Context: an optimization exercise on an open-source flow, tuned for small area, a short achievable clock period and few clock cycles per item. The choices shown serve that exercise and are no tape-out recipe.
In this exercise RTL edits were held to simulation tests only and were not proved equivalent to the original.

## fpu_s
module fpu_s (
  input         clk,
  input         rst_n,
  input         req_valid,
  input  [6:0]  req_opcode,
  input  [6:0]  req_f7,
  input  [2:0]  req_rm,
  input  [4:0]  req_rs2,
  input  [31:0] req_v1,
  input  [31:0] req_v2,
  input  [31:0] req_v3,
  output        resp_valid,
  output [31:0] resp_value,
  output [4:0]  resp_fflags
);
Size in the first run: ~250 flip-flops, roughly 160 I/O pins.
clock: 20.0 ns
lec_check: 0
abc_area: 1
cap_margin: 20
core_margin: 2
core_utilization: 40
setup_slack_margin: 5
slew_margin: 20
run.sh (not shown) runs the stock make flow with config.mk's settings and CLKGATE_MAP_FILE= SYNTH_SCRIPT=/design/flow/synth_recipe.tcl, a recipe that flattens the netlist after the stock synthesis.
Testbench counts at the start, summed over its fixed seeds: cycles 3,250, ops 2,400.
Change:
==> flow/flow/run.sh (new file) <==
#!/bin/bash
# Layout flow: the standard synthesis unchanged, then the standard ORFS
# steps (floorplan to finish) with timing repair aimed at a setup margin of
# 7 ns. The clock period and all constraints stay the design's.
# Each step's full output goes to a log file in this folder.
set -euo pipefail
bash standard.sh synth > synth.log 2>&1
bash standard.sh SETUP_SLACK_MARGIN=7 finish > layout.log 2>&1
==> flow/standard.sh (new file) <==
#!/bin/bash
# synth_recipe.tcl (not shown) runs the flow's synth.tcl, then flattens the netlist and writes it again
# the make line also repeats each setting of config.mk as NAME=value (left out here)
make -C /OpenROAD-flow-scripts/flow DESIGN_CONFIG=/design/flow/config.mk WORK_HOME=/design/flow/orfs CLKGATE_MAP_FILE= SYNTH_SCRIPT=/design/flow/synth_recipe.tcl "${@:-finish}"
--- a/flow/config.mk
+++ b/flow/config.mk
@@ -11,3 +11,2 @@
 export CORE_UTILIZATION = 40
-export SETUP_SLACK_MARGIN = 5
 export SLEW_MARGIN = 20
removed: flow/run.sh
The changed run completed without violations.
First-iteration DRC count grows by 3.3%.
Setup slack gets better by 1.9 ns.
Wire length rises by 1.4%.
Synthesized area is unchanged.
Final cell count climbs by 0.77%.
Fmax went up by 14%.
Change:
==> flow/run.sh (new file) <==
#!/bin/bash
# synth_recipe.tcl (not shown) runs the flow's synth.tcl, then flattens the netlist and writes it again
# the make line also repeats each setting of config.mk as NAME=value (left out here)
make -C /OpenROAD-flow-scripts/flow DESIGN_CONFIG=/design/flow/config.mk WORK_HOME=/design/flow/orfs CLKGATE_MAP_FILE= SYNTH_SCRIPT=/design/flow/synth_recipe.tcl finish
--- a/flow/config.mk
+++ b/flow/config.mk
@@ -7,3 +7,2 @@
 export LEC_CHECK = 0
-export ABC_AREA = 1
 export CAP_MARGIN = 20
@@ -11,2 +10,3 @@
 export CORE_UTILIZATION = 40
+export SETUP_SLACK_MARGIN = 5
 export SLEW_MARGIN = 20
removed: flow/flow/run.sh
removed: flow/standard.sh
=>
- fmax shrinks by 14%
- routed wire length goes down by 3.0%
- area after synthesis shrinks by 3.1%
- cell area went down by 4.0%
- hold slack hardly moves
- clock-buffer cell count went up by 4
- register-to-register slack degrades by 2.0 ns
- non-clock buffer count increases by 6
Change:
==> flow/flow/run.sh (new file) <==
#!/bin/bash
# Layout flow: the standard synthesis unchanged, then the standard ORFS
# steps (floorplan to finish) with timing repair aimed at a setup margin of
# 7 ns. The clock period and all constraints stay the design's.
# Each step's full output goes to a log file in this folder.
set -euo pipefail
bash standard.sh synth > synth.log 2>&1
bash standard.sh SETUP_SLACK_MARGIN=7 finish > layout.log 2>&1
==> flow/standard.sh (new file) <==
#!/bin/bash
# synth_recipe.tcl (not shown) runs the flow's synth.tcl, then flattens the netlist and writes it again
# the make line also repeats each setting of config.mk as NAME=value (left out here)
make -C /OpenROAD-flow-scripts/flow DESIGN_CONFIG=/design/flow/config.mk WORK_HOME=/design/flow/orfs CLKGATE_MAP_FILE= SYNTH_SCRIPT=/design/flow/synth_recipe.tcl "${@:-finish}"
--- a/flow/config.mk
+++ b/flow/config.mk
@@ -10,3 +10,2 @@
 export CORE_UTILIZATION = 40
-export SETUP_SLACK_MARGIN = 5
 export SLEW_MARGIN = 20
removed: flow/run.sh
Result: This time the run completed, yet does not pass: max-capacitance violations, max-slew violations. Die area is unchanged. Wire length rose by about 9%. Clock-buffer cell count rose by 4. Final area goes up by 8.2%. Core utilization rose by 3.6 points. Synthesized area does not change. Hold slack gains 0.011 ns. Worst setup slack gains 0.74 ns. Flip-flop and latch count is unchanged. Final cell count grows by about 2.4%. Via count grows by 1.6%.

========
fpu_s, a different RTL version from the one above (not shown whole).
For scale: about 190 flip-flops, ~160 I/O pins.
Settings: LEC_CHECK=0, ABC_AREA=1, CAP_MARGIN=20, CORE_MARGIN=2, CORE_UTILIZATION=40, SLEW_MARGIN=20; clock period 20.0 ns.
standard.sh (not shown) runs the stock make flow with config.mk's settings and CLKGATE_MAP_FILE= SYNTH_SCRIPT=/design/flow/synth_recipe.tcl, a recipe that flattens the netlist after the stock synthesis.
==> flow/flow/run.sh <==
#!/bin/bash
# Layout flow: the standard synthesis unchanged, then the standard ORFS
# steps (floorplan to finish) with timing repair aimed at a setup margin of
# 7.5 ns. The clock period and all constraints stay the design's.
# Each step's full output goes to a log file in this folder.
set -euo pipefail
bash standard.sh synth > synth.log 2>&1
bash standard.sh SETUP_SLACK_MARGIN=7.5 finish > layout.log 2>&1
Testbench counts at the start, summed over its fixed seeds: cycles 3,250, ops 2,400.
Change:
Settings changed: CORE_UTILIZATION 40 to 50.
Via count came out higher by 1.3%.
Clock-buffer cell count came out higher by 1.
Final area came out lower by 2.7%.
Routed wire length came out lower by 9.3%.
Synthesized cell count stays the same.
Final cell count came out lower by 4.1%.
Maximum frequency came out lower by 2.2%.
Utilization came out higher by 10 points.
Die area came out lower by 20%.
Global-route usage came out higher by 5.9 points.
Change:
==> flow/flow/run.sh (replaced) <==
#!/bin/bash
# Layout flow: the standard synthesis unchanged, then the standard ORFS
# steps (floorplan to finish) with timing repair aimed at a setup margin of
# 7.25 ns. The clock period and all constraints stay the design's.
# Each step's full output goes to a log file in this folder.
set -euo pipefail
bash standard.sh synth > synth.log 2>&1
bash standard.sh SETUP_SLACK_MARGIN=7.25 finish > layout.log 2>&1
Settings changed: CORE_UTILIZATION 50 to 45.
The changed run completed with no timing, DRC or antenna violations.
Final area is lower by about 0.65%.
Sequential share of layout area hardly moves.
Synthesized area is unchanged.
Sequential cell count does not change.
Change:
==> flow/flow/run.sh (replaced) <==
#!/bin/bash
# Layout flow: the standard synthesis unchanged, then the standard ORFS
# steps (floorplan to finish) with timing repair aimed at a setup margin of
# 7 ns. The clock period and all constraints stay the design's.
# Each step's full output goes to a log file in this folder.
set -euo pipefail
bash standard.sh synth > synth.log 2>&1
bash standard.sh SETUP_SLACK_MARGIN=7 finish > layout.log 2>&1
Settings changed: CORE_UTILIZATION 45 to 60.
=> Now the flow reached the layout checks and failed them: max-capacitance violations, max-slew violations; routed wire length is lower by a few percent; maximum frequency falls by a few percent; critical path depth came out lower by 2; cell area goes down by a few percent; sequential share of layout area grows by 0.13 points; non-clock buffer count drops by 66.

========
Another version of the RTL of fpu_s (not shown whole).
Size: about 11000 cells after synthesis, ~190 flip-flops, ~160 I/O pins.
Design fpu_s, start of the top module:
module fpu_s (
  input         clk,
  input         rst_n,
  input         req_valid,
  input  [6:0]  req_opcode,
  input  [6:0]  req_f7,
  input  [2:0]  req_rm,
  input  [4:0]  req_rs2,
  input  [31:0] req_v1,
  input  [31:0] req_v2,
  input  [31:0] req_v3,
  output        resp_valid,
  output [31:0] resp_value,
  output [4:0]  resp_fflags
);
export LEC_CHECK = 0
export ABC_AREA = 1
export CAP_MARGIN = 20
export CORE_MARGIN = 2
export CORE_UTILIZATION = 45
export SLEW_MARGIN = 20
create_clock -name core_clock -period 20.0 [get_ports {clk}]
==> flow/flow/run.sh <==
#!/bin/bash
# Layout flow: the standard synthesis unchanged, then the standard ORFS
# steps (floorplan to finish) with timing repair aimed at a setup margin of
# 7.75 ns. The clock period and all constraints stay the design's.
# Each step's full output goes to a log file in this folder.
set -euo pipefail
bash standard.sh synth > synth.log 2>&1
bash standard.sh SETUP_SLACK_MARGIN=7.75 finish > layout.log 2>&1
Testbench counts at the start, summed over its fixed seeds: cycles 3,250, ops 2,400.
Then changed:
==> flow/flow/run.sh (replaced) <==
#!/bin/bash
# Layout flow: the standard synthesis unchanged, then the standard ORFS
# steps (floorplan to finish) with timing repair aimed at a setup margin of
# 7 ns. The clock period and all constraints stay the design's.
# Each step's full output goes to a log file in this folder.
set -euo pipefail
bash standard.sh synth > synth.log 2>&1
bash standard.sh SETUP_SLACK_MARGIN=7 finish > layout.log 2>&1
--- a/flow/config.mk
+++ b/flow/config.mk
@@ -9,4 +9,4 @@
 export CAP_MARGIN = 20
 export CORE_MARGIN = 2
-export CORE_UTILIZATION = 45
+export CORE_UTILIZATION = 40
 export SLEW_MARGIN = 20
Effect:
- clock skew decreases by 0.014 ns
- global-route usage decreases by 6.4 points
- final area decreases by 4.5%
- routed wire length decreases by 3.7%
- maximum frequency decreases by 5.1%
- cell count stays flat
- synthesized area does not change
- flip-flop and latch count is unchanged
- hold slack improves by 0.012 ns
- die area increases by 12%
Then changed:
==> flow/flow/run.sh (replaced) <==
#!/bin/bash
# Layout flow: the standard synthesis unchanged, then the standard ORFS
# steps (floorplan to finish) with timing repair aimed at a setup margin of
# 7.5 ns. The clock period and all constraints stay the design's.
# Each step's full output goes to a log file in this folder.
set -euo pipefail
bash standard.sh synth > synth.log 2>&1
bash standard.sh SETUP_SLACK_MARGIN=7.5 finish > layout.log 2>&1
--- a/flow/config.mk
+++ b/flow/config.mk
@@ -9,4 +9,4 @@
 export CAP_MARGIN = 20
 export CORE_MARGIN = 2
-export CORE_UTILIZATION = 40
+export CORE_UTILIZATION = 45
 export SLEW_MARGIN = 20
After rerunning: Setup slack improved by 0.31 ns. Sequential share of layout area hardly moves. First-iteration DRC count went up by 5.1%. Wire length went up by 2.3%. Utilization went up by 6.6 points. Cell count went down by 0.48%. Final area went up by 2.4%. Via count went up by 1.3%. Non-clock buffer count went up by 112. Critical path depth went down by 2.
Then changed:
==> flow/flow/run.sh (replaced) <==
#!/bin/bash
# Layout flow: the standard synthesis unchanged, then the standard ORFS
# steps (floorplan to finish) with timing repair aimed at a setup margin of
# 7 ns. The clock period and all constraints stay the design's.
# Each step's full output goes to a log file in this folder.
set -euo pipefail
bash standard.sh synth > synth.log 2>&1
bash standard.sh SETUP_SLACK_MARGIN=7 finish > layout.log 2>&1
Outcome: The changed run passed the timing, design-rule and antenna checks; maximum frequency decreases by a few percent; wire length decreases slightly; setup slack gets worse by 0.36 ns; sequential cell count is unchanged; via count decreases slightly.
Then changed:
==> flow/flow/run.sh (replaced) <==
#!/bin/bash
# Layout flow: the standard synthesis unchanged, then the standard ORFS
# steps (floorplan to finish) with timing repair aimed at a setup margin of
# 7.5 ns. The clock period and all constraints stay the design's.
# Each step's full output goes to a log file in this folder.
set -euo pipefail
bash standard.sh synth > synth.log 2>&1
bash standard.sh SETUP_SLACK_MARGIN=7.5 finish > layout.log 2>&1
--- a/flow/config.mk
+++ b/flow/config.mk
@@ -9,4 +9,4 @@
 export CAP_MARGIN = 20
 export CORE_MARGIN = 2
-export CORE_UTILIZATION = 45
+export CORE_UTILIZATION = 50
 export SLEW_MARGIN = 20
Flip-flop and latch count is unchanged. Wire length is higher by 0.78%. Final cell count is lower by 0.85%.
Then changed:
==> flow/flow/run.sh (replaced) <==
#!/bin/bash
# Layout flow: the standard synthesis unchanged, then the standard ORFS
# steps (floorplan to finish) with timing repair aimed at a setup margin of
# 7 ns. The clock period and all constraints stay the design's.
# Each step's full output goes to a log file in this folder.
set -euo pipefail
bash standard.sh synth > synth.log 2>&1
bash standard.sh SETUP_SLACK_MARGIN=7 finish > layout.log 2>&1
- utilization goes down by 1.7 points
- critical path depth goes down by 6
- global-route usage falls by 0.26 points
- worst setup slack got worse by 0.42 ns
- synthesized cell count stays the same
- design area goes down by 3.0%

========
fpu_s with an RTL version that a note above also has.
For scale: about 12000 cells after synthesis, ~160 I/O pins.
==> flow/config.mk <==
export PLATFORM = sky130hd
export DESIGN_NAME = fpu_s
export DESIGN_NICKNAME = fpu_s
export VERILOG_FILES = /design/flow/design.v
export SDC_FILE = /design/flow/constraint.sdc
export NUM_CORES = 8
export LEC_CHECK = 0
export ABC_AREA = 1
export CAP_MARGIN = 20
export CORE_MARGIN = 2
export CORE_UTILIZATION = 46
export SLEW_MARGIN = 20
==> flow/constraint.sdc <==
create_clock -name core_clock -period 20.0 [get_ports {clk}]
set_input_delay 4.0000 -clock core_clock [delete_from_list [all_inputs] [get_ports {clk}]]
set_output_delay 4.0000 -clock core_clock [all_outputs]
set_load 0.01 [all_outputs]
==> flow/flow/run.sh <==
#!/bin/bash
# Layout flow: the standard synthesis unchanged, then the standard ORFS
# steps (floorplan to finish) with timing repair aimed at a setup margin of
# 7.25 ns. The clock period and all constraints stay the design's.
# Each step's full output goes to a log file in this folder.
set -euo pipefail
bash standard.sh synth > synth.log 2>&1
bash standard.sh SETUP_SLACK_MARGIN=7.25 finish > layout.log 2>&1
The starting point went through all stages and came out clean.
Testbench counts at the start, summed over its fixed seeds: cycles 3,250, ops 2,400.
Then changed:
==> flow/flow/run.sh (replaced) <==
#!/bin/bash
# Layout flow: the standard synthesis unchanged, then the standard ORFS
# steps (floorplan to finish) with timing repair aimed at a setup margin of
# 7 ns. The clock period and all constraints stay the design's.
# Each step's full output goes to a log file in this folder.
set -euo pipefail
bash standard.sh synth > synth.log 2>&1
bash standard.sh SETUP_SLACK_MARGIN=7 finish > layout.log 2>&1
Settings changed: CORE_UTILIZATION 46 to 45.
=>
- clock skew stays flat
- final area falls by a few percent
- area after synthesis stays the same
- critical path depth rose by 3
- sequential share of layout area is higher by 0.11 points
- worst setup slack gets worse by 0.18 ns
Then changed:
Settings changed: CORE_UTILIZATION 45 to 48.
The changed run completed without violations.
Synthesized cell count stays the same.
Cell area goes up by 0.51%.
Then changed:
==> flow/flow/run.sh (replaced) <==
#!/bin/bash
# Layout flow: the standard synthesis unchanged, then the standard ORFS
# steps (floorplan to finish) with timing repair aimed at a setup margin of
# 7.25 ns. The clock period and all constraints stay the design's.
# Each step's full output goes to a log file in this folder.
set -euo pipefail
bash standard.sh synth > synth.log 2>&1
bash standard.sh SETUP_SLACK_MARGIN=7.25 finish > layout.log 2>&1
Settings changed: CORE_UTILIZATION 48 to 42.
Outcome: Sequential share of layout area barely changes. Worst setup slack improved by 0.21 ns. Core utilization goes down by 5.8 points. Via count goes down slightly. Global-route usage goes down by 4.1 points. Maximum frequency goes up slightly. Area after synthesis stays the same. Sequential cell count is unchanged. Cell area goes up slightly. Synthesized cell count is unchanged.
Then changed:
==> flow/flow/run.sh (replaced) <==
#!/bin/bash
# Layout flow: the standard synthesis unchanged, then the standard ORFS
# steps (floorplan to finish) with timing repair aimed at a setup margin of
# 7 ns. The clock period and all constraints stay the design's.
# Each step's full output goes to a log file in this folder.
set -euo pipefail
bash standard.sh synth > synth.log 2>&1
bash standard.sh SETUP_SLACK_MARGIN=7 finish > layout.log 2>&1
Settings changed: CORE_UTILIZATION 42 to 55.
What happened:
- sequential share of layout area grows by 0.12 points
- worst hold slack gets better by 0.020 ns
- final cell count shrinks by 4.5%
- via count grows by about 3.3%
- clock skew barely changes
- maximum frequency shrinks by 2.8%
- clock-buffer cell count grows by 3
- synthesized cell count does not change
- design area shrinks by 2.8%
- setup slack gets worse by 0.37 ns
- critical path depth shrinks by 8

========
== red ==
fpu_s again, from the RTL that the note above started with.
## fpu_s
module fpu_s (
  input         clk,
  input         rst_n,
  input         req_valid,
  input  [6:0]  req_opcode,
  input  [6:0]  req_f7,
  input  [2:0]  req_rm,
  input  [4:0]  req_rs2,
  input  [31:0] req_v1,
  input  [31:0] req_v2,
  input  [31:0] req_v3,
  output        resp_valid,
  output [31:0] resp_value,
  output [4:0]  resp_fflags
);
  localparam K = 4;                  
  localparam NC = 6;                 
  localparam N = K * NC + 1;         
  localparam F = N + 1;              
  localparam WD = F + 3;
  wire [31:0] a = req_v1, b = req_v2, c = req_v3;
  wire op53 = req_opcode == 7'h53;
  wire is_fmadd = ~op53;
  wire d_add  = op53 & (req_f7 == 7'h00);
  wire d_sub  = op53 & (req_f7 == 7'h04);
  wire d_mul  = op53 & (req_f7 == 7'h08);
  wire d_div  = op53 & (req_f7 == 7'h0c);
  wire d_sqrt = op53 & (req_f7 == 7'h2c);
  wire d_i2f  = op53 & (req_f7 == 7'h68);
  wire d_f2i  = op53 & (req_f7 == 7'h60);
  wire d_addsub = d_add | d_sub;
  wire d_fma  = d_addsub | d_mul | is_fmadd | d_i2f;
  wire d_ds   = d_div | d_sqrt;
  wire d_misc = ~d_fma & ~d_ds;
  wire start = req_valid & rst_n;
  reg [2:0] brm;
  always @* case (req_rm) 3'd0: brm = 0; 3'd1: brm = 4; 3'd2: brm = 3; 3'd3: brm = 2; 3'd4: brm = 1; default: brm = 0; endcase
  reg        pend;           
  reg        slowm;          
  reg        v_misc;         
  ...
Settings: LEC_CHECK=0, ABC_AREA=1, CAP_MARGIN=20, CORE_MARGIN=2, CORE_UTILIZATION=40, SLEW_MARGIN=20; clock period 20.0 ns.
==> flow/flow/run.sh <==
#!/bin/bash
# Layout flow: the standard synthesis unchanged, then the standard ORFS
# steps (floorplan to finish) with timing repair aimed at a setup margin of
# 7 ns. The clock period and all constraints stay the design's.
# Each step's full output goes to a log file in this folder.
set -euo pipefail
bash standard.sh synth > synth.log 2>&1
bash standard.sh SETUP_SLACK_MARGIN=7 finish > layout.log 2>&1
red | status: complete | timing, DRC, antenna: pass
Testbench counts of red, summed over its fixed seeds: cycles 3,250, ops 2,400.
diff inputs: red => blue
==> flow/flow/run.sh <==
#!/bin/bash
# Layout flow: the standard synthesis unchanged, then the standard ORFS
# steps (floorplan to finish) with timing repair aimed at a setup margin of
# 8 ns. The clock period and all constraints stay the design's.
# Each step's full output goes to a log file in this folder.
set -euo pipefail
bash standard.sh synth > synth.log 2>&1
bash standard.sh SETUP_SLACK_MARGIN=8 finish > layout.log 2>&1
[summary]
[blue] wire length rose 3.1% relative to red
In blue, the critical path buffer and inverter count came out 5 below the value in red.
Number of nets in the layout, red and blue, lower one = red.
Highest clock rate of blue exceeds that of red by a few percent.
Delta (blue minus red): number of antenna violations at the first check in global routing lower, number of vias per cell after detailed routing higher, post-route standard cell area excluding fillers higher.
blue vs red: largest incremental delay on the critical path up in blue
Taking red as the reference, in blue sequential share of layout area has decreased; relative area change from synthesis to final layout shows an increase of 11 points.
Modified inputs, green compared to blue
Settings: CORE_UTILIZATION now 45, was 40.
==> flow/flow/run.sh <==
#!/bin/bash
# Layout flow: the standard synthesis unchanged, then the standard ORFS
# steps (floorplan to finish) with timing repair aimed at a setup margin of
# 7.5 ns. The clock period and all constraints stay the design's.
# Each step's full output goes to a log file in this folder.
set -euo pipefail
bash standard.sh synth > synth.log 2>&1
bash standard.sh SETUP_SLACK_MARGIN=7.5 finish > layout.log 2>&1
==> comparison <==
Diff blue -> green: average wire per cell in the routed design now sits lower, total length of routed wires now sits lower. Flip-flop and latch count of blue is on par with green. Total of fill cells in the finished design in green vs blue: down about 10%. A beginning of the critical path of r_x[26] is what blue shows, while req_v1[9] belongs to green. Fraction of standard cell area in multi-input logic: lower on blue. In green, number of cells on the worst reg-to-reg path is lower than in blue. blue → green: antenna cell count +3, cell area after placement has decreased.

port drivers added, routing unchanged:
No port has a modelled driver above. Below, the same layouts with a new extraction and two added sets of constraints. Step 1, drivers: a clkbuf_16 drives clk and a buf_2 each remaining input, both assumed. Step 2 adds t to the input delays and takes it off the output delays; t is the mean of the earliest and latest rising clock arrival at the registers after step 1. Input paths then give back, and output paths get back, about the clock's delay inside the block. Slacks: ideal / step 1 / step 2; pairs: ideal / step 1.
| run | t, ns | setup WS [ns] | worst data-port slew with drivers (ns) | cell pins on the clock port's net |
|---|---|---|---|---|
| the first run of note 1 | 0.716 | 5.251 / 5.184 / 4.877 | 0.19 | 1 |
| the second run of note 1 | 0.722 | 7.104 / 7.072 / 6.415 | 0.19 | 1 |
| the third run of note 1 | 0.666 | 4.985 / 4.952 / 4.358 | 0.27 | 1 |
| the fourth run of note 1 | 0.690 | 5.725 / 5.780 / 5.091 | 0.09 | 1 |
| the first run of note 2 | 0.642 | 7.541 / 7.497 / 6.859 | 0.13 | 1 |
| the second run of note 2 | 0.599 | 7.263 / 7.308 / 6.708 | 0.13 | 1 |
| the third run of note 2 | 0.604 | 7.340 / 7.262 / 6.778 | 0.22 | 1 |
| the fourth run of note 2 | 0.595 | 6.423 / 6.233 / 5.638 | 0.25 | 1 |
| the first run of note 3 | 0.607 | 7.818 / 7.750 / 7.290 | 0.26 | 1 |
| the second run of note 3 | 0.616 | 7.166 / 7.141 / 6.592 | 0.21 | 1 |
| the third run of note 3 | 0.603 | 7.480 / 7.412 / 7.035 | 0.25 | 1 |
| the fourth run of note 3 | 0.599 | 7.117 / 7.047 / 6.634 | 0.25 | 1 |
| the fifth run of note 3 | 0.605 | 7.425 / 7.352 / 7.045 | 0.05 | 1 |
| the sixth run of note 3 | 0.613 | 7.005 / 6.927 / 6.562 | 0.06 | 1 |
| the first run of note 4 | 0.595 | 7.263 / 7.192 / 6.670 | 0.20 | 1 |
| the second run of note 4 | 0.597 | 7.085 / 7.091 / 6.543 | 0.21 | 1 |
| the third run of note 4 | 0.615 | 6.968 / 6.892 / 6.459 | 0.21 | 1 |
| the fourth run of note 4 | 0.601 | 7.174 / 7.133 / 6.532 | 0.25 | 1 |
| the fifth run of note 4 | 0.612 | 6.804 / 6.860 / 6.248 | 0.15 | 1 |
| red | 0.633 | 6.978 / 7.007 / 6.396 | 0.13 | 1 |
| blue | 0.613 | 7.701 / 7.630 / 7.132 | 0.14 | 1 |
| green | 0.599 | 7.577 / 7.507 / 6.946 | 0.22 | 1 |
The setup slack of the fourth run of note 2, which loses most, moves by -0.190 ns with the drivers and by -0.785 ns with both steps.
